This design comes from an exercise in tuning for small area, a short achievable clock period and few clock cycles per item on the open sky130 flow, not from production work.
Where RTL was checked, it was by simulation tests only, not by an equivalence proof against the original.
No activity file was given, so power comes from the tool's default toggle rates.

Setup of the baseline:
==> flow/design.v <==
`timescale 1ns / 1ps
module NN
    # (parameter DATAWIDTH = 32)
    (
    input wire signed[31:0] input_1,
    input wire signed[31:0] input_2,
    input wire clk,
    input wire resetn,
    input wire enable,
    output reg signed[31:0] final_output,
    output reg total_ovf,
    output reg total_zero,
    output reg[2:0] ovf_fsm_state,
    output reg[2:0] zero_fsm_state,
    output wire ready,
    output reg done
);
function gt_const31(input [30:0] x, input [30:0] c);
    integer k;
    reg g;
    begin
        g = 1'b0;
        for (k = 0; k < 31; k = k + 1)
            g = c[k] ? (x[k] & g) : (x[k] | g);
        gt_const31 = g;
    end
endfunction
wire [30:0] i1o = {~input_1[31], input_1[30:2]};
wire [30:0] i2o = {~input_2[31], input_2[30:1]};
wire r3 = !gt_const31(i1o, ((357913941) + 31'sd536870912)) &&  gt_const31(i1o, ((-357913941) + 31'sd536870912)) &&
          !gt_const31(i2o, ((429496729) + 32'sd1073741824)) &&  gt_const31(i2o, ((-429496730) + 32'sd1073741824));
wire r4 = !gt_const31(i1o, ((44739243) + 31'sd536870912)) &&  gt_const31(i1o, ((-44739242) + 31'sd536870912)) &&
          !gt_const31(i2o, ((42949673) + 32'sd1073741824)) &&  gt_const31(i2o, ((-42949673) + 32'sd1073741824));
wire z3 = (input_1[31:2] == 30'd0) || (input_2[31:1] == 31'd0);
wire z4 = (input_1[31:2] == 30'd89478486) || (input_1[31:2] == (30'h3FFFFFFF & -30'sd178956970)) ||
          (input_2[31:1] == (31'h7FFFFFFF & -31'sd429496729));
wire [31:0] i1x = {{2{input_1[31]}}, input_1[31:2]};
wire [31:0] i2x = {input_2[31], input_2[31:1]};
wire [31:0] u = (i1x << 4) + (i1x << 3) + (i2x << 4) + (i2x << 3) + i2x - 32'd34;
reg [31:0] u_q;
reg r3_q, r4_q, z3_q, z4_q;
always @(posedge clk) begin
    u_q  <= u;
    r3_q <= r3;
    r4_q <= r4;
    z3_q <= z3;
    z4_q <= z4 && r3;
end
always @(posedge clk, negedge resetn) begin
    if (!resetn)
        done <= 1'b0;
    else
        done <= enable;
end
assign ready = 1'b1;
wire u31 = (u_q[31] == u_q[30]);
wire u29 = (u_q[31:28] == 4'b0000) || (u_q[31:28] == 4'b1111);
wire ovf = !(r4_q && u29);
always @(*) begin
    final_output = ovf ? 32'hFFFFFFFF : {u_q[28:0], 3'b100};
    total_ovf = ovf;
    total_zero = 1'b0;
    ovf_fsm_state = !r3_q ? 3'd3 : (!r4_q || !u31) ? 3'd4 : !u29 ? 3'd5 : 3'd0;
    zero_fsm_state = z4_q ? 3'd4 : z3_q ? 3'd3 : 3'd0;
end
endmodule
clock: 16.0 ns
lec_check: 0
cap_margin: 20
core_margin: 2
core_utilization: 40
slew_margin: 20
standard.sh (not shown) runs the stock make flow with config.mk's settings and CLKGATE_MAP_FILE= SYNTH_SCRIPT=/design/flow/synth_recipe.tcl, a recipe that flattens the netlist after the stock synthesis.
==> flow/flow/run.sh <==
#!/bin/bash
# Own layout flow: the standard ORFS flow (standard.sh, standard synthesis unchanged),
# with the port buffers chosen explicitly instead of the resizer's default pick.
set -euo pipefail
bash standard.sh "BUFFER_PORTS_ARGS=-buffer_cell sky130_fd_sc_hd__buf_2" SETUP_SLACK_MARGIN=10 finish > flow_standard.log 2>&1
The flow did not stop early for the baseline: all stages ran, and the layout cleared the timing, design-rule and antenna checks.
The inputs of the candidate differ from those of the baseline as listed below.
==> flow/flow/run.sh <==
#!/bin/bash
# Own layout flow: the standard ORFS flow (standard.sh, standard synthesis unchanged),
# with the port buffers chosen explicitly instead of the resizer's default pick.
set -euo pipefail
bash standard.sh "BUFFER_PORTS_ARGS=-buffer_cell sky130_fd_sc_hd__buf_2" SETUP_SLACK_MARGIN=11 finish > flow_standard.log 2>&1
==> comparison <==
As far as diode insertion count for antenna repair is concerned, the baseline and the candidate perform about the same.
Summary of the candidate over the baseline: instance count of the mapped netlist flat; routed length on met3 decreased about 26%; wire length +480 um; share of the core filled with cells shows an increase of 1.2 points.
Delta (the candidate minus the baseline): highest ir drop seen on vdd was more or less identical; number of buffers added for setup after CTS shows a reduction of 3; area growth from synthesis to final layout increased 2.9 points; detailed placer's ending HPWL moved down; cell area rose by 2.3%.
Function was not checked in any run of this note: the RTL went through the layout flow alone.

========
RTL: the design.v shown in full above, as it stands there.
==> flow/config.mk <==
export PLATFORM = sky130hd
export DESIGN_NAME = NN
export DESIGN_NICKNAME = NN
export VERILOG_FILES = /design/flow/design.v
export SDC_FILE = /design/flow/constraint.sdc
export NUM_CORES = 4
export LEC_CHECK = 0
export CAP_MARGIN = 20
export CORE_MARGIN = 2
export CORE_UTILIZATION = 40
export SLEW_MARGIN = 20
==> flow/constraint.sdc <==
create_clock -name core_clock -period 16.0 [get_ports {clk}]
set_input_delay 3.2000 -clock core_clock [delete_from_list [all_inputs] [get_ports {clk}]]
set_output_delay 3.2000 -clock core_clock [all_outputs]
set_load 0.01 [all_outputs]
==> flow/flow/run.sh <==
#!/bin/bash
# Own layout flow: the standard ORFS flow (standard.sh, standard synthesis unchanged),
# with the port buffers chosen explicitly instead of the resizer's default pick.
set -euo pipefail
bash standard.sh "BUFFER_PORTS_ARGS=-buffer_cell sky130_fd_sc_hd__buf_2" finish > flow_standard.log 2>&1
The first run completed with no timing, DRC or antenna violations.
Edit:
==> flow/run.sh (new file) <==
#!/bin/bash
# synth_recipe.tcl (not shown) runs the flow's synth.tcl, then flattens the netlist and writes it again
# the make line also repeats each setting of config.mk as NAME=value (left out here)
make -C /OpenROAD-flow-scripts/flow DESIGN_CONFIG=/design/flow/config.mk WORK_HOME=/design/flow/orfs CLKGATE_MAP_FILE= SYNTH_SCRIPT=/design/flow/synth_recipe.tcl finish
removed: flow/flow/run.sh
removed: flow/standard.sh
After rerunning: Setup slack loses 530 ps; via count falls by about 0.65%; maximum frequency falls by 7.2%; clock power falls by about 0.4%.
Function was not checked in any run of this note: the RTL went through the layout flow alone.

========
== quartz ==
Another version of the RTL of NN (not shown whole).
Size: ~670 cells after synthesis.
clock: 16.0 ns
lec_check: 0
cap_margin: 50
core_margin: 2
core_utilization: 65
slew_margin: 50
==> flow/flow/run.sh <==
#!/bin/bash
# Own layout flow: the standard ORFS flow (standard.sh, standard synthesis unchanged),
# with the port buffers chosen explicitly instead of the resizer's default pick.
set -euo pipefail
bash standard.sh "BUFFER_PORTS_ARGS=-buffer_cell sky130_fd_sc_hd__buf_2" finish > flow_standard.log 2>&1
Testbench counts of quartz, summed over its fixed seeds: cycles 2,408, items 2,400.
For violet, these inputs were changed with respect to quartz:
# quartz
export LEC_CHECK = 0
export CAP_MARGIN = 50
export CORE_MARGIN = 2
export CORE_UTILIZATION = 65
export SLEW_MARGIN = 50
create_clock -name core_clock -period 16.0 [get_ports {clk}]
# violet
export LEC_CHECK = 0
export CAP_MARGIN = 80
export CORE_MARGIN = 2
export CORE_UTILIZATION = 65
export SLEW_MARGIN = 80
create_clock -name core_clock -period 16.0 [get_ports {clk}]
==> summary.txt <==
violet: no failed stages, no open violations at the end. Met2 wire length (quartz / violet): 0.946. violet can be clocked slower than quartz. Global routing usage on met3 was lower in the run labelled quartz. violet ended with more post-layout instance count excluding filler cells than quartz. Arrival time of data at the critical path endpoint ends up higher on violet. Per the comparison of violet with quartz, data-path buffer share of cell area in the final layout picked up an extra 0.29 points, utilization picked up an extra 2.6 points, total power picked up an extra about 3%. Relative to quartz, the final cell area reported for violet is higher.
Here is what was changed in the inputs of pepper compared with violet.
# violet
export LEC_CHECK = 0
export CAP_MARGIN = 80
export CORE_MARGIN = 2
export CORE_UTILIZATION = 65
export SLEW_MARGIN = 80
create_clock -name core_clock -period 16.0 [get_ports {clk}]
# pepper
export LEC_CHECK = 0
export CAP_MARGIN = 20
export CORE_MARGIN = 2
export CORE_UTILIZATION = 65
export SLEW_MARGIN = 20
create_clock -name core_clock -period 16.0 [get_ports {clk}]
==> comparison <==
Between pepper and violet, the difference in number of placement rows is negligible. pepper — signed area change from the synthesized netlist to the final layout 3.9 points lower, violet as reference. pepper against violet: part of the power in the clock network went up 0.6 points, time the worst path needs with I/O delays and setup went down 260 ps, part of the total power dissipated in combinational logic went down 1.7 points, wire length on met2 went down 2.8%, worst hold slack held. Met3 wire length, pepper vs violet: up by more than 10%. Number of hold-repair buffers added at the cts stage: violet vs pepper identical.

========
Another version of the RTL of NN (not shown whole).
Size in the first run: roughly 100 flip-flops, ~6800 um^2 of cells after synthesis.
==> flow/config.mk <==
export PLATFORM = sky130hd
export DESIGN_NAME = NN
export DESIGN_NICKNAME = NN
export VERILOG_FILES = /design/flow/design.v
export SDC_FILE = /design/flow/constraint.sdc
export NUM_CORES = 4
export LEC_CHECK = 0
export CAP_MARGIN = 20
export CORE_MARGIN = 2
export CORE_UTILIZATION = 65
export SLEW_MARGIN = 20
==> flow/constraint.sdc <==
create_clock -name core_clock -period 16.0 [get_ports {clk}]
set_input_delay 3.2000 -clock core_clock [delete_from_list [all_inputs] [get_ports {clk}]]
set_output_delay 3.2000 -clock core_clock [all_outputs]
set_load 0.01 [all_outputs]
Scripts as last shown in full above: flow/flow/run.sh
==> next run, changes <==
--- a/flow/flow/run.sh
+++ b/flow/flow/run.sh
@@ -5 +5 @@
-bash standard.sh "BUFFER_PORTS_ARGS=-buffer_cell sky130_fd_sc_hd__buf_2" finish > flow_standard.log 2>&1
+bash standard.sh "BUFFER_PORTS_ARGS=-buffer_cell sky130_fd_sc_hd__buf_2" SETUP_SLACK_MARGIN=11 finish > flow_standard.log 2>&1
Wire length is about the same; non-clock buffer count is unchanged; via count hardly moves; final cell count is unchanged; final area hardly moves; core utilization rose by 0.13 points; power stays flat; sequential power is about the same; worst setup slack loses 0.0040 ns.
==> next run, changes <==
--- a/flow/flow/run.sh
+++ b/flow/flow/run.sh
@@ -5 +5 @@
-bash standard.sh "BUFFER_PORTS_ARGS=-buffer_cell sky130_fd_sc_hd__buf_2" SETUP_SLACK_MARGIN=11 finish > flow_standard.log 2>&1
+bash standard.sh "BUFFER_PORTS_ARGS=-buffer_cell sky130_fd_sc_hd__buf_2" SETUP_SLACK_MARGIN=12 finish > flow_standard.log 2>&1
Effect: Routed wire length rises by a quarter to a third; final cell count rises by a few percent; core utilization rises by 13 points; power rises by a few percent; clock power falls by roughly a tenth; via count rises by about a fifth; design area rises by about a fifth; die area stays the same.
No functional check of the RTL was part of any run of this note.

## what the ideal ports hide
Ports are ideal in the flow. The routed layouts listed here were re-timed in OpenROAD. Step 1 sets driving cells, clkbuf_16 on the clock port and buf_2 on the other inputs (assumed; they add their load-dependent delay and slew). Step 2 also shifts input and output timing later by t, the mid clock arrival at the registers, as if the neighbouring blocks saw the same clock. Slacks: ideal ports / drivers / drivers and shift; pairs: ideal ports / drivers.
| run | t, ns | slack for setup (ns) | hold WS [ns] | worst setup path at the end | worst data-port slew with drivers (ns) |
|---|---|---|---|---|---|
| the baseline | 0.333 | 9.597 / 9.600 / 9.267 | 2.670 / 2.648 / 2.981 | input to register | 0.07 |
| the candidate | 0.332 | 9.553 / 9.519 / 9.187 | 2.664 / 2.646 / 2.978 | input to register | 0.09 |
| the first run of note 2 | 0.330 | 9.112 / 9.121 / 8.791 | 2.668 / 2.651 / 2.980 | input to register | 0.06 |
| the second run of note 2 | 0.329 | 8.581 / 8.587 / 8.258 | 3.043 / 3.025 / 3.354 | input to register | 0.07 |
| quartz | 0.412 | 11.267 / 11.282 / 10.870 | 0.330 / 0.330 / 0.330 | input to register | 0.05 |
| violet | 0.407 | 10.927 / 10.942 / 10.534 | 0.336 / 0.336 / 0.336 | input to register | 0.05 |
| pepper | 0.415 | 11.183 / 11.145 / 10.823 | 0.336 / 0.336 / 0.336 | input to register | 0.05 |
| the first run of note 4 | 0.404 | 11.131 / 11.145 / 10.741 | 0.373 / 0.373 / 0.373 | input to register | 0.05 |
| the second run of note 4 | 0.403 | 11.127 / 11.141 / 10.738 | 0.373 / 0.373 / 0.373 | input to register | 0.06 |
| the third run of note 4 | 0.425 | 11.237 / 11.230 / 10.805 | 0.368 / 0.368 / 0.368 | input to register | 0.09 |
After both steps setup and hold are still met in every run listed. For the third run of note 4, which loses most, drivers alone change the setup slack by -0.007 ns; drivers and shift together by -0.432 ns.
